This is an optimization exercise on Yosys and OpenROAD, whose aim is small area and a short achievable clock period, not a production implementation. The RTL was checked by simulation tests, not by an equivalence proof against the original design. Power is estimated from default activity; no workload was simulated.

==> flow/design.v <==
module ALU(A, B, ALUFun, Sign, Z);
    input [31:0] A, B;
    input [5:0] ALUFun;
    input Sign;
    output reg [31:0] Z;
    wire [31:0] add_out, logic_out, shift_out;
    wire cmp_out;
    wire z, lt;
    ADD add(A, B, ALUFun[0], Sign, z, lt, add_out);
    CMP cmp(A[31], z, lt, ALUFun[3:1], cmp_out);
    LOGIC lgc(A, B, ALUFun[3:2], logic_out);
    SHIFT shift(A[4:0], B, ALUFun[1:0], shift_out);
    always@*
        case (ALUFun[5:4])
            2'b00: Z <= add_out;
            2'b01: Z <= logic_out;
            2'b10: Z <= shift_out;
            default: Z <= {31'b0, cmp_out};
        endcase
endmodule
module ADD(A, B, Fun, Sign, Z, LT, out);
    input [31:0] A, B;
    input Fun;  
    input Sign;
    output Z;
    output LT;
    output [31:0] out;
    assign out = Fun? A - B : A + B;
    assign Z = ~(|out);
    assign LT = (~Sign & (A[31] ^ B[31]))? B[31] : out[31];
endmodule
module CMP(A_31, Z, LT, Fun, out);
    input A_31;
    input Z;
    input LT;
    input [2:0] Fun;  
    output out;
    assign out =
        (Fun[2:0] == 3'b001)? Z :  
        (Fun[2:0] == 3'b000)? ~Z :  
        (Fun[2:0] == 3'b010)? LT:
        (Fun[2:0] == 3'b110)? A_31 | Z :
        (Fun[2:0] == 3'b101)? A_31 :
        ~ (A_31 | Z);
endmodule
module LOGIC(A, B, Fun, out);
    input [31:0] A, B;
    input [1:0] Fun;  
    output [31:0] out;
    assign out =
        (Fun[1:0] == 2'b10)? A & B :
        (Fun[1:0] == 2'b11)? A | B :
        (Fun[1:0] == 2'b01)? A ^ B :
        ~(A | B);
endmodule
module SHIFT(Shamt, B, Fun, out);
    input [4:0] Shamt;  
    input [31:0] B;
    input [1:0] Fun;  
    output [31:0] out;
    wire [31:0] sll_1, sll_2, sll_4, sll_8, sll_16;
    wire [31:0] srl_1, srl_2, srl_4, srl_8, srl_16;
    wire [31:0] sra_1, sra_2, sra_4, sra_8, sra_16;
    assign sll_1 = Shamt[0]? {B[30:0], 1'b0} : B;
    assign sll_2 = Shamt[1]? {sll_1[29:0], 2'b0} : sll_1;
    assign sll_4 = Shamt[2]? {sll_2[27:0], 4'b0} : sll_2;
    assign sll_8 = Shamt[3]? {sll_4[23:0], 8'b0} : sll_4;
    assign sll_16 = Shamt[4]? {sll_8[15:0], 16'b0} : sll_8;
    assign srl_1 = Shamt[0]? {1'b0, B[31:1]} : B;
    assign srl_2 = Shamt[1]? {2'b0, srl_1[31:2]} : srl_1;
    assign srl_4 = Shamt[2]? {4'b0, srl_2[31:4]} : srl_2;
    assign srl_8 = Shamt[3]? {8'b0, srl_4[31:8]} : srl_4;
    assign srl_16 = Shamt[4]? {16'b0, srl_8[31:16]} : srl_8;
    assign sra_1 = Shamt[0]? {{1{B[31]}}, B[31:1]} : B;
    assign sra_2 = Shamt[1]? {{2{B[31]}}, sra_1[31:2]} : sra_1;
    assign sra_4 = Shamt[2]? {{4{B[31]}}, sra_2[31:4]} : sra_2;
    assign sra_8 = Shamt[3]? {{8{B[31]}}, sra_4[31:8]} : sra_4;
    assign sra_16 = Shamt[4]? {{16{B[31]}}, sra_8[31:16]} : sra_8;
    assign out =
        (Fun[1:0] == 2'b00)? sll_16 :
        (Fun[1:0] == 2'b01)? srl_16 :
        sra_16;
endmodule
module Control(OpCode, Funct, IRQ,
    PCSrc, Sign, RegWrite, RegDst, 
    MemRead, MemWrite, MemtoReg, 
    ALUSrc1, ALUSrc2, ExtOp, LuOp, B, J, ALUFun);
    input [5:0] OpCode;
    input [5:0] Funct;
    input IRQ;  
    output [2:0] PCSrc;
    output Sign;
    output RegWrite;
    output [1:0] RegDst;
    output MemRead;
    output MemWrite;
    output [1:0] MemtoReg;
    output ALUSrc1;
    output ALUSrc2;
    output ExtOp;
    output LuOp;
    output reg [5:0] ALUFun;
    output B;
    output J;
    wire exception;
    assign exception = 
        (OpCode == 6'h00 ||
         OpCode == 6'h01 ||
         OpCode == 6'h02 ||
         OpCode == 6'h03 ||
         OpCode == 6'h04 ||
         OpCode == 6'h05 ||
         OpCode == 6'h06 ||
         OpCode == 6'h07 ||
         OpCode == 6'h08 ||
         OpCode == 6'h09 ||
         OpCode == 6'h0a ||
         OpCode == 6'h0b ||
         OpCode == 6'h0c ||
         OpCode == 6'h0f ||
         OpCode == 6'h23 ||
         OpCode == 6'h2b) ? 1'b0 : 1'b1;
    assign PCSrc[2:0] =
        IRQ? 3'b100 :
        exception? 3'b101 :
        (OpCode == 6'h02 ||  
         OpCode == 6'h03)? 3'b010:  
        (OpCode == 6'h00 && (Funct == 6'h08 ||  
                             Funct == 6'h09))? 3'b011:  
        3'b000;
    assign B = 
        (OpCode == 6'h04 ||  
         OpCode == 6'h05 ||  
         OpCode == 6'h06 ||  
         OpCode == 6'h07 ||  
         OpCode == 6'h01);
    assign J = 
        (OpCode == 6'h02 ||  
         OpCode == 6'h03 ||  
        (OpCode == 6'h00 && (Funct == 6'h08 ||  
                             Funct == 6'h09)));  
    assign Sign = 
    	((OpCode == 6'h00 && Funct == 6'h2b) ||  
    	 OpCode == 6'h0b)? 1'b0:  
    	1'b1;
    assign RegWrite =
        (IRQ || exception)? 1'b1:
        (OpCode == 6'h2b ||  
         OpCode == 6'h04 ||  
         OpCode == 6'h05 ||  
         OpCode == 6'h06 ||  
         OpCode == 6'h07 ||  
         OpCode == 6'h01 ||  
         OpCode == 6'h02 ||  
        (OpCode == 6'h00 && Funct == 6'h08))? 1'b0:  
        1'b1;
    assign RegDst[1:0] =
        (IRQ || exception)? 2'b11:
        (OpCode == 6'h03)? 2'b10:  
        (OpCode == 6'h00)? 2'b01:  
        2'b00;
    assign MemRead =
        (OpCode == 6'h23)? 1'b1:  
        1'b0;
    assign MemWrite =
        (OpCode == 6'h2b)? 1'b1:  
        1'b0;
    assign MemtoReg =
        IRQ? 2'b11 :
        (exception ||
        OpCode == 6'h03 ||  
        (OpCode == 6'h00 && Funct == 6'h09))? 2'b10:  
        (OpCode == 6'h23)? 2'b01:  
        2'b00;
    assign ALUSrc1 = 
        (OpCode == 6'h00 && (Funct == 6'h00 ||  
                             Funct == 6'h02 ||  
                             Funct == 6'h03))? 1'b1:  
        1'b0;
    assign ALUSrc2 =
        (OpCode == 6'h00 ||  
         OpCode == 6'h04 ||  
         OpCode == 6'h05 ||  
         OpCode == 6'h06 ||  
         OpCode == 6'h07 ||  
         OpCode == 6'h01)? 1'b0:  
        1'b1;
    assign ExtOp =
        (OpCode == 6'h0c)? 1'b0:  
        1'b1;
    assign LuOp =
        (OpCode == 6'h0f)? 1'b1:  
        1'b0;
    reg [5:0] ALUFunTmp;
    always@(*)
        case(Funct)
            6'h22: ALUFunTmp[5:0] <= 6'b000001;  
            6'h23: ALUFunTmp[5:0] <= 6'b000001;  
            6'h24: ALUFunTmp[5:0] <= 6'b011000;  
            6'h25: ALUFunTmp[5:0] <= 6'b011110;  
            6'h26: ALUFunTmp[5:0] <= 6'b010110;  
            6'h27: ALUFunTmp[5:0] <= 6'b010001;  
            6'h00: ALUFunTmp[5:0] <= 6'b100000;  
            6'h02: ALUFunTmp[5:0] <= 6'b100001;  
            6'h03: ALUFunTmp[5:0] <= 6'b100011;  
            6'h2a: ALUFunTmp[5:0] <= 6'b110101;  
            6'h2b: ALUFunTmp[5:0] <= 6'b110101;  
            default: ALUFunTmp[5:0] <= 6'b000000;
        endcase
    always@(*)
        case(OpCode)
            6'h00: ALUFun[5:0] <= ALUFunTmp;  
            6'h0c: ALUFun[5:0] <= 6'b011000;  
            6'h0a: ALUFun[5:0] <= 6'b110101;  
            6'h0b: ALUFun[5:0] <= 6'b110101;  
            6'h04: ALUFun[5:0] <= 6'b110011;  
            6'h05: ALUFun[5:0] <= 6'b110001;  
            6'h06: ALUFun[5:0] <= 6'b111101;  
            6'h07: ALUFun[5:0] <= 6'b111111;  
            6'h01: ALUFun[5:0] <= 6'b111011;  
            default: ALUFun[5:0] <= 6'b000000;
        endcase
endmodule
module hazard_detection_unit(ID_EX_MemRead,
							ID_EX_RegisterRt,
							IF_ID_RegisterRs,
							IF_ID_RegisterRt,
							stall);
input ID_EX_MemRead;
input [4:0] ID_EX_RegisterRt,IF_ID_RegisterRs,IF_ID_RegisterRt;
output stall;
assign stall = ( ID_EX_MemRead & ( (ID_EX_RegisterRt == IF_ID_RegisterRs) | (ID_EX_RegisterRt == IF_ID_RegisterRt) ) )? 1'b0 : 1'b1;
endmodule
module flush_detection_units(EX_B,
							EX_ALUOut,
							ID_J,
							IF_Flush,
							ID_Flush);
	input EX_B;
	input EX_ALUOut;
	input ID_J;
	output IF_Flush;
	output ID_Flush;
	assign IF_Flush = (ID_J | (EX_B & EX_ALUOut));
	assign ID_Flush = EX_B & EX_ALUOut;
endmodule
module bypassing_unit(ID_EX_RegisterRs,
					  ID_EX_RegisterRt,
					  EX_MEM_RegisterRd,
					  EX_MEM_RegWrite,
					  MEM_WB_RegisterRd,
					  MEM_WB_RegWrite,
					  ForwardA,
					  ForwardB);
input [4:0] ID_EX_RegisterRs,ID_EX_RegisterRt,EX_MEM_RegisterRd,MEM_WB_RegisterRd;
input EX_MEM_RegWrite,MEM_WB_RegWrite;
output [1:0] ForwardA,ForwardB;
assign ForwardA =    
					( EX_MEM_RegWrite & (EX_MEM_RegisterRd != 5'b0) & (EX_MEM_RegisterRd == ID_EX_RegisterRs) )? 2'b10:
					( MEM_WB_RegWrite & (MEM_WB_RegisterRd != 5'b0) 
						& (MEM_WB_RegisterRd == ID_EX_RegisterRs) )? 2'b01:
					2'b00;
assign ForwardB =	 
					( EX_MEM_RegWrite & (EX_MEM_RegisterRd != 5'b0) & (EX_MEM_RegisterRd == ID_EX_RegisterRt) )? 2'b10:
					( MEM_WB_RegWrite & (MEM_WB_RegisterRd != 5'b0) 
						& (MEM_WB_RegisterRd == ID_EX_RegisterRt) )? 2'b01: 
					2'b00;
endmodule
module RegFile (reset,clk,addr1,data1,addr2,data2,wr,addr3,data3);
input reset,clk;
input wr;
input [4:0] addr1,addr2,addr3;
output [31:0] data1,data2;
input [31:0] data3;
reg [31:0] RF_DATA[31:1];
integer i;
wire byp1 = wr && (addr3 != 5'b0) && (addr3 == addr1);
wire byp2 = wr && (addr3 != 5'b0) && (addr3 == addr2);
assign data1=(addr1==5'b0)?32'b0:byp1?data3:RF_DATA[addr1];	 
assign data2=(addr2==5'b0)?32'b0:byp2?data3:RF_DATA[addr2];
always@(negedge reset or posedge clk) begin
	if(~reset) begin
		for(i=1;i<32;i=i+1) RF_DATA[i]<=32'b0;
	end
	else begin
		if(wr && addr3) RF_DATA[addr3] <= data3;
	end
end
endmodule
module IF_ID_Register(sysclk,reset,IF_Flush,
					IF_ID_Write,IF_PC_plus_4,IF_Instruction,
					ID_Instruction,ID_PC_plus_4);
	input sysclk,reset;
	input IF_Flush;
	input IF_ID_Write;		 
	input [31:0] IF_Instruction;
	input [31:0] IF_PC_plus_4;
	output reg [31:0] ID_Instruction;
	output reg [31:0] ID_PC_plus_4;
	always @(posedge sysclk or negedge reset) begin
		if (~reset) begin
			ID_Instruction <= 32'b0;
		end
		else begin
			if(IF_Flush)	
				ID_Instruction <= 32'b0;
			else begin
				if(IF_ID_Write)		
					ID_Instruction <= IF_Instruction;
			end
			ID_PC_plus_4 <= IF_PC_plus_4;
		end
	end
endmodule
module ID_EX_Register(sysclk,
					reset,
					wholeSignal,
					IF_ID_RegisterRs,
					IF_ID_RegisterRt,
					IF_ID_RegisterRd,
					input_DataBusA,
					ID_ConBA,
					ID_PC_plus_4,
					ID_DataBusB,
					ID_ALUSrc2,
					ID_LUOut,
					ID_IRQ,
					ID_branchIRQ,
					EX_ctrlSignal,
					WB_ctrlSignal,
					MEM_ctrlSignal,
					Rs,Rt,Rd,
					output_DataBusA,
					EX_ConBA,
					EX_PC_plus_4,
					EX_DataBusB,
					EX_ALUSrc2,
					EX_LUOut,
					EX_IRQ,
					EX_branchIRQ);
	input sysclk,reset;		
	input [15:0] wholeSignal;	 
	input [4:0] IF_ID_RegisterRs,IF_ID_RegisterRt,IF_ID_RegisterRd;
	input [31:0] input_DataBusA; 
	input [31:0] ID_ConBA,ID_PC_plus_4,ID_DataBusB;
	input ID_ALUSrc2;
	input [31:0] ID_LUOut;
	input ID_IRQ;
	input [1:0] ID_branchIRQ;
	output reg [31:0] EX_ConBA,EX_PC_plus_4;
	output reg [10:0] EX_ctrlSignal;
	output reg [1:0] MEM_ctrlSignal;
	output reg [2:0] WB_ctrlSignal;
	output reg [4:0] Rs,Rt,Rd;
	output reg [31:0] output_DataBusA,EX_DataBusB;
	output reg EX_ALUSrc2;
	output reg [31:0] EX_LUOut;
	output reg EX_IRQ;
	output reg [1:0] EX_branchIRQ;
	always @(posedge sysclk or negedge reset) begin
		if (~reset) begin
			EX_ctrlSignal <= 11'b0;
			MEM_ctrlSignal <= 2'b0;
			WB_ctrlSignal <= 3'b0;
			Rs <= 5'b0;
			Rt <= 5'b0; 
			Rd <= 5'b0;
			output_DataBusA <= 32'b0;
			EX_ConBA <= 32'b0;
			EX_DataBusB <= 32'b0;
			EX_ALUSrc2 <= 0;
			EX_LUOut <= 32'b0;
			EX_IRQ <= 1'b0;
			EX_branchIRQ <= 2'b0;
		end
		else begin
			EX_ctrlSignal <= wholeSignal[10:0];
			MEM_ctrlSignal <= wholeSignal[12:11];
			WB_ctrlSignal <= wholeSignal[15:13];
			Rs <= IF_ID_RegisterRs;
			Rt <= IF_ID_RegisterRt;
			Rd <= IF_ID_RegisterRd;
			output_DataBusA <= input_DataBusA;
			EX_ConBA <= ID_ConBA;
			EX_PC_plus_4 <= ID_PC_plus_4;
			EX_DataBusB <= ID_DataBusB;
			EX_ALUSrc2 <= ID_ALUSrc2;
			EX_LUOut <= ID_LUOut;
			EX_IRQ <= ID_IRQ;
			EX_branchIRQ <= ID_branchIRQ;
		end
	end
endmodule
module EX_MEM_Register(sysclk,
						reset,
						ID_EX_WB_ctrlSignal,
						ID_EX_MEM_ctrlSignal,
						EX_DataBusB,
						EX_ALUOut,
						EX_AddrC,
						EX_PC_plus_4,
						EX_IRQ,
						EX_branchIRQ,
						EX_B,
						MEM_ALUOut,
						WB_ctrlSignal,
						MEM_ctrlSignal,
						EX_MEM_RegisterRd,
						MEM_DataBusB,
						MEM_PC_plus_4,
						MEM_IRQ,
						MEM_branchIRQ,
						MEM_B);
	input sysclk,reset;		
	input [1:0] ID_EX_MEM_ctrlSignal;
	input [2:0] ID_EX_WB_ctrlSignal;
	input [31:0] EX_DataBusB,EX_ALUOut,EX_PC_plus_4;
	input [4:0] EX_AddrC;
	input EX_IRQ;
	input [1:0] EX_branchIRQ;
	input EX_B;
	output reg [31:0] MEM_ALUOut,MEM_DataBusB;
	output reg [31:0] MEM_PC_plus_4;
	output reg [1:0] MEM_ctrlSignal;
	output reg [2:0] WB_ctrlSignal;
	output reg [4:0] EX_MEM_RegisterRd;
	output reg MEM_IRQ;
	output reg [1:0] MEM_branchIRQ;
	output reg MEM_B;
	always @(posedge sysclk or negedge reset) begin
		if (~reset) begin
			EX_MEM_RegisterRd <= 5'b0;
			MEM_ALUOut <= 32'b0;
			MEM_DataBusB <= 32'b0;
			MEM_ctrlSignal <= 2'b0;
			WB_ctrlSignal <= 3'b0;
			MEM_IRQ <= 1'b0;
			MEM_branchIRQ <= 2'b0;
			MEM_B <= 1'b0;
		end
		else begin
			EX_MEM_RegisterRd <= EX_AddrC;
			MEM_ALUOut <= EX_ALUOut;
			MEM_DataBusB <= EX_DataBusB;
			MEM_ctrlSignal <= ID_EX_MEM_ctrlSignal;
			WB_ctrlSignal <= ID_EX_WB_ctrlSignal;
			MEM_PC_plus_4 <= EX_PC_plus_4;
			MEM_IRQ <= EX_IRQ;
			MEM_branchIRQ <= EX_branchIRQ;
			MEM_B <= EX_B;
		end
	end
endmodule
module MEM_WB_Register(sysclk,
						reset,
						MEM_RegWrite,
						MEM_DataBusC,
						EX_MEM_RegisterRd,
						MEM_IRQ,
						WB_RegWrite,
						WB_DataBusC,
						MEM_WB_RegisterRd,
						WB_IRQ);
	input sysclk,reset;	
	input MEM_RegWrite;
	input [31:0] MEM_DataBusC;
	input [4:0] EX_MEM_RegisterRd;
	input MEM_IRQ;
	output reg WB_RegWrite;
	output reg [31:0] WB_DataBusC;
	output reg [4:0] MEM_WB_RegisterRd;
	output reg WB_IRQ;
	always @(posedge sysclk or negedge reset) begin
		if (~reset) begin
			WB_RegWrite <= 1'b0;
			MEM_WB_RegisterRd <= 5'b0;
			WB_DataBusC <= 32'b0;
			WB_IRQ <= 0;
		end
		else begin
			WB_RegWrite <= MEM_RegWrite;
			MEM_WB_RegisterRd <= EX_MEM_RegisterRd;
			WB_DataBusC <= MEM_DataBusC;
			WB_IRQ <= MEM_IRQ;
		end
	end
endmodule
module PipelineCpu (reset, clk, PerData, IRQ, MEM_MemRead, MEM_MemWrite, MEM_ALUOut, MEM_DataBusB, PC_31,
                    PC, IF_Instruction);
    input reset;
    input clk;
    input IRQ;
    output [31:0] MEM_ALUOut;
    parameter ILLOP = 32'h80000004;  
    parameter XADR = 32'h80000008;  
    wire ID_Flush,IF_Flush;
    wire stall;
    output reg [31:0] PC;
    reg [31:0] PC_next;
    always @(posedge clk or negedge reset) begin
        if (~reset)
            PC <= 32'h80000000;
        else if(stall)
            PC <= PC_next;
    end
    output PC_31;
    assign PC_31 = PC[31];
    wire [31:0] PC_plus_4;
    assign PC_plus_4 = {PC[31], PC[30:0] + 31'd4};
    input [31:0] IF_Instruction;
    wire [31:0] ID_Instruction;
    wire [31:0] ID_PC_plus_4;
    IF_ID_Register RegisterI(.sysclk(clk),
                            .reset(reset),
                            .IF_Flush(IF_Flush | IRQ),
                            .IF_ID_Write(stall),
                            .IF_PC_plus_4(PC_plus_4),
                            .IF_Instruction(IF_Instruction),
                            .ID_Instruction(ID_Instruction),
                            .ID_PC_plus_4(ID_PC_plus_4));
    wire [31:0] DataBusA;
    wire [31:0] DataBusB;
    wire [31:0] WB_DataBusC;
    wire [4:0] Rd;
    wire [4:0] Rt;
    wire [4:0] Rs;
    wire [4:0] Shamt;
    wire [15:0] Imm16;
    wire [25:0] ID_JT;
    wire [5:0] OpCode;
    wire [5:0] Funct;
    assign Rd = ID_Instruction[15:11];
    assign Rt = ID_Instruction[20:16];
    assign Rs = ID_Instruction[25:21];
    assign Imm16 = ID_Instruction[15:0];
    assign ID_JT = ID_Instruction[25:0];
    assign Shamt = ID_Instruction[10:6];
    assign OpCode = ID_Instruction[31:26];
    assign Funct = ID_Instruction[5:0];
    wire [2:0] Initial_PCSrc;
    wire [1:0] RegDst;
    wire RegWrite;
    wire ALUSrc1;
    wire ALUSrc2;
    wire [5:0] ALUFun;
    wire Sign;
    wire MemWrite;
    wire MemRead;
    wire [1:0] MemtoReg;
    wire ExtOp;
    wire LUOp;
    wire B;
    wire J;
    Control ctrl(
        .OpCode(OpCode),
        .Funct(Funct),
        .IRQ(IRQ),
        .PCSrc(Initial_PCSrc),
        .ALUSrc1(ALUSrc1),
        .ALUSrc2(ALUSrc2),
        .RegDst(RegDst),
        .RegWrite(RegWrite),
        .ALUFun(ALUFun),
        .Sign(Sign),
        .MemWrite(MemWrite),
        .MemRead(MemRead),
        .MemtoReg(MemtoReg),
        .ExtOp(ExtOp),
        .LuOp(LUOp),
        .B(B),
        .J(J));
    wire [2:0] WB_ctrlSignal;
    wire [1:0] MEM_ctrlSignal;
    wire [10:0] EX_ctrlSignal;
    wire [15:0] whole_ctrlSignal;
    assign EX_ctrlSignal = {B,J,Sign,ALUFun,RegDst};
    assign MEM_ctrlSignal = {MemRead,MemWrite};
    assign WB_ctrlSignal = {MemtoReg,RegWrite};
    assign whole_ctrlSignal = {WB_ctrlSignal,MEM_ctrlSignal,EX_ctrlSignal};
    wire [15:0] sent_to_Register_ctrlSignal;
    wire [4:0] ID_EX_RegisterRt;
    wire ID_EX_MemRead;
    hazard_detection_unit hazard_unit(.ID_EX_MemRead(ID_EX_MemRead),
                                    .ID_EX_RegisterRt(ID_EX_RegisterRt),
                                    .IF_ID_RegisterRs(Rs),
                                    .IF_ID_RegisterRt(Rt),
                                    .stall(stall));
    assign sent_to_Register_ctrlSignal = (~stall | ID_Flush | IRQ)?  16'b0 : whole_ctrlSignal;
    wire [4:0] MEM_WB_RegisterRd;
    wire MEM_WB_RegWrite;
    wire WB_IRQ;
    RegFile rgf(
        .reset(reset),
        .clk(clk),
        .addr1(Rs),
        .data1(DataBusA),
        .addr2(Rt),
        .data2(DataBusB),
        .wr(MEM_WB_RegWrite | WB_IRQ),
        .addr3(MEM_WB_RegisterRd),
        .data3(WB_DataBusC));
    wire [31:0] Ext_out;  
    assign Ext_out = {ExtOp? {16{Imm16[15]}} : 16'h0000, Imm16};
    wire [31:0] LUOut;  
    assign LUOut = (LUOp)? {Imm16, 16'h0000} : Ext_out;
    wire [31:0] ID_ConBA;
    assign ID_ConBA = {ID_PC_plus_4[31], ID_PC_plus_4[30:0] + {Ext_out[28:0], 2'b00}};
    wire [31:0] ID_processed_DataBusA; 
    assign ID_processed_DataBusA = (ALUSrc1)? {27'b0, Shamt} : DataBusA;
    wire [31:0] Branch;  
    wire [2:0] PCSrc;
    wire EX_B;
    wire EX_J;
    wire MEM_B;
    assign PCSrc = (EX_B & ~IRQ)?3'b001 : Initial_PCSrc;
    always@*
        case (PCSrc[2:0])
            3'b100: PC_next <= ILLOP;                   
            3'b001: PC_next <= Branch;
            3'b000: PC_next <= PC_plus_4;
            3'b010: PC_next <= {PC_plus_4[31:28], ID_JT, 2'b00};
            3'b011: PC_next <= DataBusA;
            default: PC_next <= XADR;
        endcase
    wire [31:0] ALUOut;
    wire [1:0] ID_branchIRQ;
    assign ID_branchIRQ = (EX_B & ALUOut[0]) ? 2'b01 :
    						(EX_J | (MEM_B & MEM_ALUOut[0]) )? 2'b10 : 2'b00;
    wire [10:0] EX_EX_ctrlSignal;
    wire [1:0] EX_MEM_ctrlSignal;
    wire [2:0] EX_WB_ctrlSignal;
    wire [31:0] EX_processed_DataBusA; 
    wire [4:0] ID_EX_RegisterRs,ID_EX_RegisterRd;
    wire [31:0] EX_ConBA,EX_PC_plus_4;
    wire [31:0] EX_DataBusA,EX_DataBusB;
    wire EX_ALUSrc2;
    wire [31:0] EX_LUOut;
    wire EX_IRQ;
    wire [1:0] EX_branchIRQ;
    ID_EX_Register RegisterII(.sysclk(clk),
                              .reset(reset),
                              .wholeSignal(sent_to_Register_ctrlSignal),
                              .IF_ID_RegisterRs(Rs),
                              .IF_ID_RegisterRt(Rt),
                              .IF_ID_RegisterRd(Rd),
                              .input_DataBusA(ID_processed_DataBusA),
                              .ID_ConBA(ID_ConBA),
                              .ID_PC_plus_4(ID_PC_plus_4),
                              .ID_DataBusB(DataBusB),
                              .ID_ALUSrc2(ALUSrc2),      
                              .ID_LUOut(LUOut),
                              .ID_IRQ(IRQ),
                              .ID_branchIRQ(ID_branchIRQ),
                              .EX_ctrlSignal(EX_EX_ctrlSignal),
                              .WB_ctrlSignal(EX_WB_ctrlSignal),
                              .MEM_ctrlSignal(EX_MEM_ctrlSignal),
                              .Rs(ID_EX_RegisterRs),
                              .Rt(ID_EX_RegisterRt),
                              .Rd(ID_EX_RegisterRd),
                              .output_DataBusA(EX_processed_DataBusA),
                              .EX_ConBA(EX_ConBA),
                              .EX_PC_plus_4(EX_PC_plus_4),
                              .EX_DataBusB(EX_DataBusB),
                              .EX_ALUSrc2(EX_ALUSrc2),
                              .EX_LUOut(EX_LUOut),
                              .EX_IRQ(EX_IRQ),
                              .EX_branchIRQ(EX_branchIRQ));
    assign EX_J = EX_EX_ctrlSignal[9];
    assign EX_B = EX_EX_ctrlSignal[10];
    wire [1:0] EX_RegDst;
    assign EX_RegDst = EX_EX_ctrlSignal[1:0];
    wire [5:0] EX_ALUFun;
    assign EX_ALUFun = EX_EX_ctrlSignal[7:2];
    wire EX_Sign;
    assign EX_Sign = EX_EX_ctrlSignal[8];
    assign ID_EX_MemRead = EX_MEM_ctrlSignal[1];
    wire [1:0] ForwardA,ForwardB;
    wire [4:0] EX_MEM_RegisterRd;
    wire EX_MEM_RegWrite;
    bypassing_unit Bypassing(.ID_EX_RegisterRs(ID_EX_RegisterRs),
                             .ID_EX_RegisterRt(ID_EX_RegisterRt),
                             .EX_MEM_RegisterRd(EX_MEM_RegisterRd),
                             .EX_MEM_RegWrite(EX_MEM_RegWrite),
                             .MEM_WB_RegisterRd(MEM_WB_RegisterRd),
                             .MEM_WB_RegWrite(MEM_WB_RegWrite),
                             .ForwardA(ForwardA),
                             .ForwardB(ForwardB));
    flush_detection_units flush_unit(.EX_B(EX_B),
                                     .EX_ALUOut(ALUOut[0]),
                                     .ID_J(J),
                                     .IF_Flush(IF_Flush),
                                     .ID_Flush(ID_Flush));
    reg [31:0] input_A;
    wire [31:0] input_B;
    always@*
        case (ForwardA[1:0])
            2'b00: input_A <= EX_processed_DataBusA;
            2'b01: input_A <= WB_DataBusC;
            2'b10: input_A <= MEM_ALUOut;
            default: input_A <= 5'b0;
        endcase
    wire [31:0] forwarding_DataBusB;
    assign forwarding_DataBusB = 
        (ForwardB == 2'b00)? EX_DataBusB:
        (ForwardB == 2'b01)? WB_DataBusC:
        (ForwardB == 2'b10)? MEM_ALUOut:
        5'b0;
    assign input_B = (EX_ALUSrc2)? EX_LUOut : forwarding_DataBusB;
    assign Branch = ALUOut[0]? EX_ConBA : PC_plus_4;
    ALU alu(
    	.A(input_A),
    	.B(input_B),
    	.ALUFun(EX_ALUFun),
    	.Sign(EX_Sign),
    	.Z(ALUOut));
    parameter Xp = 5'd26;  
    parameter Ra = 5'd31;  
    reg [4:0] EX_AddrC;
    always@*
        case (EX_RegDst[1:0])
            2'b00: EX_AddrC <= EX_IRQ? Xp : ID_EX_RegisterRt; 
            2'b01: EX_AddrC <= ID_EX_RegisterRd;
            2'b10: EX_AddrC <= Ra;
            default: EX_AddrC <= Xp;
        endcase
    wire [2:0] MEM_WB_ctrlSignal;
    wire [1:0] MEM_MEM_ctrlSignal;
    output [31:0] MEM_DataBusB;
    wire [31:0] MEM_PC_plus_4;
    wire MEM_IRQ;
    wire [1:0] MEM_branchIRQ;
    EX_MEM_Register RegisterIII(.sysclk(clk),
                                .reset(reset),
                                .ID_EX_WB_ctrlSignal(EX_WB_ctrlSignal),
                                .ID_EX_MEM_ctrlSignal(EX_MEM_ctrlSignal),
                                .EX_ALUOut(ALUOut),
                                .EX_AddrC(EX_AddrC),
                                .EX_DataBusB(forwarding_DataBusB),
                                .EX_PC_plus_4(EX_PC_plus_4),
                                .EX_IRQ(EX_IRQ),
                                .EX_branchIRQ(EX_branchIRQ),
                                .EX_B(EX_B),
                                .MEM_ALUOut(MEM_ALUOut),
                                .WB_ctrlSignal(MEM_WB_ctrlSignal),
                                .MEM_ctrlSignal(MEM_MEM_ctrlSignal),
                                .EX_MEM_RegisterRd(EX_MEM_RegisterRd),       
                                .MEM_DataBusB(MEM_DataBusB),
                                .MEM_PC_plus_4(MEM_PC_plus_4),
                                .MEM_IRQ(MEM_IRQ),
                                .MEM_branchIRQ(MEM_branchIRQ),
                                .MEM_B(MEM_B));
    output MEM_MemWrite;
    assign MEM_MemWrite = MEM_MEM_ctrlSignal[0];
    output MEM_MemRead;
    assign MEM_MemRead = MEM_MEM_ctrlSignal[1];
    assign EX_MEM_RegWrite = MEM_WB_ctrlSignal[0];
    wire [31:0] DataOut;
    input [31:0] PerData;
    assign DataOut = PerData;
    reg [31:0] interruption_target;
    always@*
        case (MEM_branchIRQ[1:0])
            2'b00: interruption_target <= MEM_PC_plus_4 - 32'd4;
            2'b01: interruption_target <= MEM_PC_plus_4 - 32'd8;
            default: interruption_target <= EX_PC_plus_4 - 32'd4;
        endcase
    reg [31:0] DataBusC;
    wire [1:0] MEM_MemtoReg = MEM_WB_ctrlSignal[2:1];
    wire MEM_RegWrite = MEM_WB_ctrlSignal[0];
    always@*
        case (MEM_MemtoReg[1:0])
            2'b00: DataBusC <= MEM_IRQ? interruption_target : MEM_ALUOut;
            2'b01: DataBusC <= DataOut;
            2'b10: DataBusC <= MEM_PC_plus_4;
            default: DataBusC <= interruption_target;
        endcase
    MEM_WB_Register  RegisterIV(.sysclk(clk),
                                .reset(reset),
                                .MEM_RegWrite(MEM_RegWrite),
                                .MEM_DataBusC(DataBusC),
                                .EX_MEM_RegisterRd(EX_MEM_RegisterRd),
                                .MEM_IRQ(MEM_IRQ),
                                .WB_RegWrite(MEM_WB_RegWrite),
                                .WB_DataBusC(WB_DataBusC),
                                .MEM_WB_RegisterRd(MEM_WB_RegisterRd),
                                .WB_IRQ(WB_IRQ));
endmodule
module mips_pipe (
    input         clk,
    input         rst_n,
    input         irq,
    output [31:0] imem_addr,
    input  [31:0] imem_data,
    output        dmem_re,
    output        dmem_we,
    output [31:0] dmem_addr,
    output [31:0] dmem_wdata,
    input  [31:0] dmem_rdata
);
    wire pc_31;
    PipelineCpu cpu (
        .reset(rst_n),
        .clk(clk),
        .PerData(dmem_rdata),
        .IRQ(irq & ~pc_31),
        .MEM_MemRead(dmem_re),
        .MEM_MemWrite(dmem_we),
        .MEM_ALUOut(dmem_addr),
        .MEM_DataBusB(dmem_wdata),
        .PC_31(pc_31),
        .PC(imem_addr),
        .IF_Instruction(imem_data));
endmodule
==> flow/run.sh <==
#!/bin/bash
# synth_recipe.tcl (not shown) runs the flow's synth.tcl, then flattens the netlist and writes it again
# the make line also repeats each setting of config.mk as NAME=value (left out here)
make -C /OpenROAD-flow-scripts/flow DESIGN_CONFIG=/design/flow/config.mk WORK_HOME=/design/flow/orfs CLKGATE_MAP_FILE= SYNTH_SCRIPT=/design/flow/synth_recipe.tcl finish
==> flow/config.mk <==
export PLATFORM = sky130hd
export DESIGN_NAME = mips_pipe
export DESIGN_NICKNAME = mips_pipe
export VERILOG_FILES = /design/flow/design.v
export SDC_FILE = /design/flow/constraint.sdc
export NUM_CORES = 8
export LEC_CHECK = 0
export CAP_MARGIN = 20
export CORE_MARGIN = 2
export CORE_UTILIZATION = 40
export SLEW_MARGIN = 20
==> flow/constraint.sdc <==
create_clock -name core_clock -period 10.5 [get_ports {clk}]
set_input_delay 2.1000 -clock core_clock [delete_from_list [all_inputs] [get_ports {clk}]]
set_output_delay 2.1000 -clock core_clock [all_outputs]
set_load 0.01 [all_outputs]
==> flow_summary.yaml <==
global_route:
  antenna_found_initial: 43
  grt_pass1_vias: 70100
  grt_usage_pct: 37.9
  grt_max_degree: 163
  grt_pass1_wl_um: 551000
  overflow: 0
sta:
  setup_tns_ps: 0
  max_freq_mhz: 99.8
  max_slew_margin_pct: 9.83
  hold_viol: 0
  whs_ps: 352
  min_period_over_period_pct: 95.4
  period_minus_slack_ps: 10020
  fin_worst_skew_ps: 81.1
  rsz0062_at_grt: "false"
  setup_viol: 0
  slew_viol_final: 0
  tightest_slew_ps: 1340
worst_setup_path:
  rr_startpoint: "cpu.RegisterIV.MEM_WB_RegisterRd[3]$_DFF_PN0_"
  reg2regPathDepth: 30
  start_kind: "flip-flop"
  required_ps: 11220
  critPathSlowestCell: "dfrtp_1"
  setup.worst_path.end: "cpu.PC[15]$_DFFE_PN0N_"
  cp.arrival_ps: 10740
  r2r_end: "cpu.PC[15]$_DFFE_PN0N_"
  path_class: "reg2reg"
  crit_top_cell: "and3_1"
  worstSetupStartpoint: "cpu.RegisterIV.MEM_WB_RegisterRd[3]$_DFF_PN0_"
  reg2reg_slack_ps: 480
  slowest_delay_ps: 710
  critPathMaxFanout: 18
  setup.worst_path.end_class: "flip-flop"
synth:
  ys.flop_type: "dfrtp_1"
  syn_area_sq_mm: 0.0804
  synth.avg_cell_area_sq_um: 10.5
  yosysWarningCount: 9
  synth_cells: 7626
  syn-num-nets: 7822
  ys_seq_area_share_pct: 45.2
  async_flop_share_pct: 93.3
  synth_edf_count: 96
  ys_seq_elements: 1432
  ys_types: 99
clock_network:
  cts_buffers: 159
  cts_tree: "yes"
  cts.clk_slew.worst_paths_ps: 60
  cts-resized-gates: 0
  clkSinkCount: 1432
  htree_levels: 4
  cts_setup_buffers: 0
  insertion_delay_ps: 890
  clockBufferDepth: 3
  ctsHoldBuffers: 0
  cts_root_buf: "clkbuf_16"
floorplanning:
  start_util_pct: 40.2
  die_y_um: 452
  ios: 165
  design.core.area_sq_mm: 0.200
  dieArea_sq_mm: 0.204
  rows: 164
  die_x_um: 452
power:
  ir_drop_mv: 0.195
  total_leakage_power_nw: 38.4
  cellPowerDensity_mw_per_mm2: 351
routing:
  vias_per_cell: 7.11
  dr.pass1.iters: 10
  ant_nets: 0
  num_vias: 73500
  routed_wl_um: 399000
  drcViolationCount: 0
  drtIter0Drc: 13100
  post_drt_wl_per_cell_um: 38.6
layout:
  area_growth_pct: 13.7
  nets: 7724
  design_area_sq_mm: 0.0914
  drive_above_1_share_pct: 23.2
placement:
  gp_congestion: 1.02
  io_buffer_count: 164
  placed_cell_area_sq_mm: 0.0856
  dp_hpwl_um: 247000
worst_hold_path:
  min_path_type: "reg2reg"
  holdPathStages: 0
flow_run:
  maxCapViolCount: 0
status:
  status: "timing/DRC/antenna clean"
==> layout make-up <==
| class | count | area [sq um] |
|---|---|---|
| clock inverters | 77 | 1070 |
| flip-flops and latches | 1432 | 36300 |
| inverters | 135 | 507 |
| repair buffers | 459 | 3970 |
| well taps | 2656 | 3320 |
| multi-input cells | 5341 | 41600 |
| diodes | 18 | 45.0 |
| clock buffers | 216 | 4580 |
| fillers | 18500 | 108000 |
==> flip-flops by register name, indices dropped and copies added, names as in the netlist, 11 cells and up <==
register / flops
cpu.PC: 32
cpu.RegisterI.ID_Instruction: 32
cpu.RegisterII.EX_LUOut: 32
cpu.RegisterIII.MEM_DataBusB: 32
cpu.RegisterIII.MEM_ALUOut: 32
cpu.RegisterI.ID_PC_plus_4: 32
cpu.RegisterIV.WB_DataBusC: 32
cpu.RegisterII.EX_PC_plus_4: 32
cpu.RegisterII.EX_DataBusB: 32
cpu.RegisterII.output_DataBusA: 32
cpu.rgf.RF_DATA: 992
cpu.RegisterIII.MEM_PC_plus_4: 32
cpu.RegisterII.EX_ctrlSignal: 11
cpu.RegisterII.EX_ConBA: 32
==> per-layer routing <==
layer	share of wire (%)	GRT usage [%]	wire length (um)	vias up
li1	-	-	-	28700
met1	36	47.2	145000	36700
met2	41	53.4	162000	6119
met3	14	14.7	55700	1947
met4	9.0	27.1	36000	46
met5	0.12	0.536	474	-
==> how the worst min path moves through the flow <==
stage,startpoint,slack (ps),end
2_1_floorplan,cpu.RegisterII.EX_branchIRQ[0]$_DFF_PN0_,330,cpu.RegisterIII.MEM_branchIRQ[0]$_DFF_PN0_
3_3_place_gp,cpu.RegisterII.EX_branchIRQ[1]$_DFF_PN0_,340,cpu.RegisterIII.MEM_branchIRQ[1]$_DFF_PN0_
3_5_place_dp,cpu.RegisterII.EX_branchIRQ[1]$_DFF_PN0_,340,cpu.RegisterIII.MEM_branchIRQ[1]$_DFF_PN0_
4_1_cts,cpu.RegisterII.EX_branchIRQ[1]$_DFF_PN0_,350,cpu.RegisterIII.MEM_branchIRQ[1]$_DFF_PN0_
5_1_grt,cpu.RegisterII.MEM_ctrlSignal[0]$_DFF_PN0_,370,cpu.RegisterIII.MEM_ctrlSignal[0]$_DFF_PN0_
6_report,cpu.RegisterII.EX_branchIRQ[1]$_DFF_PN0_,350,cpu.RegisterIII.MEM_branchIRQ[1]$_DFF_PN0_
==> cell usage in the layout, fill, tap and decap left out, types with 42 or more instances in the layout <==
| cell type | n |
|---|---|
| a211oi_1 | 49 |
| nor2_4 | 80 |
| mux2_2 | 1004 |
| nand3_1 | 192 |
| o21ai_0 | 258 |
| a221oi_1 | 201 |
| mux2i_1 | 284 |
| nor2b_1 | 44 |
| buf_4 | 286 |
| ha_1 | 127 |
| a22oi_1 | 587 |
| edfxtp_1 | 96 |
| clkbuf_16 | 161 |
| nor4_1 | 74 |
| o21a_1 | 48 |
| dfrtp_1 | 1325 |
| nand2_1 | 333 |
| a222oi_1 | 64 |
| inv_1 | 129 |
| xor2_1 | 69 |
| nor2_1 | 382 |
| a21oi_1 | 369 |
| a22o_1 | 148 |
| a31oi_1 | 60 |
| xnor2_1 | 123 |
| clkdlybuf4s50_1 | 163 |
| o22ai_1 | 43 |
| and2_1 | 42 |
| nand4_1 | 169 |
| nor3_1 | 108 |
==> where the power goes <==
| part | switching, mW | internal [mW] | total [mW] |
|---|---|---|---|
| clock network | 2.59 | 3.49 | 6.07 |
| registers | 2.38 | 7.75 | 10.1 |
| logic | 10.4 | 5.54 | 15.9 |
| total | 15.3 | 16.8 | 32.1 |
==> synth_stat cells (all sizes together) (22+ instances only) <==
master	number	share of area, %
ha	127	2.0
a21oi	369	2.3
nand4	169	1.3
a21o	36	0.34
inv	133	0.62
buf	132	0.80
o22ai	44	0.35
and3	32	0.26
a2111oi	22	0.24
a22o	148	1.6
a222oi	64	0.80
o21ai	276	1.8
edfxtp	96	3.6
a31oi	66	0.57
nor4	89	0.70
dfrtp	1335	42
nor2b	46	0.36
mux2i	287	3.6
xor2	69	0.75
clkbuf	586	2.7
nand2b	30	0.23
or3	32	0.25
nand3	197	1.2
nor3	115	0.72
and2	42	0.33
a22oi	587	5.5
o211ai	24	0.22
xnor2	124	1.4
a211oi	49	0.46
nor2	465	2.2
mux2	1004	14
o21a	49	0.46
a221oi	204	2.2
nand2	341	1.6
==> metrics by stage <==
step	util, %	cells	power (mW)	worst slack [ps]
2_1_floorplan	-	7626	18.2	2450
6_report	45.8	10300	32.1	483
4_1_cts	45.7	10300	31.3	369
3_3_place_gp	42.9	10000	25.1	385
3_5_place_dp	42.9	10000	25.3	433
5_1_grt	45.8	10300	33.1	47.5
==> critical path, delay by kind of cell, from the launching register on <==
family / cells / cell delay [ps]
and+or+nand+nor: 12 / 3470
buffers and inverters: 1 / 270
xor gates and xnor gates: 2 / 410
DFF: 1 / 710
muxes: 2 / 650
AOI/OAI and AO/OA: 11 / 3620
adders and majority gates: 2 / 720
==> cells by family (layout without fill, tap and decap cells) <==
family / count (synthesis) / count (layout) / share of synthesized area [%]
buf+inv: 853 / 887 / 4.17
fa+ha+maj: 129 / 129 / 2.03
mux: 1312 / 1312 / 18.2
xor+xnor: 194 / 194 / 2.14
other cells: 0 / 18 / 0
flops: 1432 / 1432 / 45.2
compound gates: 2071 / 2071 / 18.3
simple gates: 1635 / 1635 / 9.92

==> re-timing with driven ports <==
How much do the figures lean on ideal ports? The routed layout below was timed once more, with nothing changed but the port constraints. Step 1 assumes that a clkbuf_16 drives the clock port and a buf_2 every other input. Step 2 times the ports against the registers' clock, not the clock port: input delays grow and output delays shrink by t, the midpoint of the rising clock arrivals with the driver on. a / b / c = ideal ports / drivers / drivers and shift; a / b = the first two.
t (ns): 0.930
setup slack, ns: 0.483 / 0.483 / 0.483
worst setup path at the end: register to register
clock arrival spread, ns: 0.086 / 0.086
After both steps this run still meets setup and hold. The setup slack of this run moves by 0.000 ns with the drivers and by 0.000 ns with both steps.
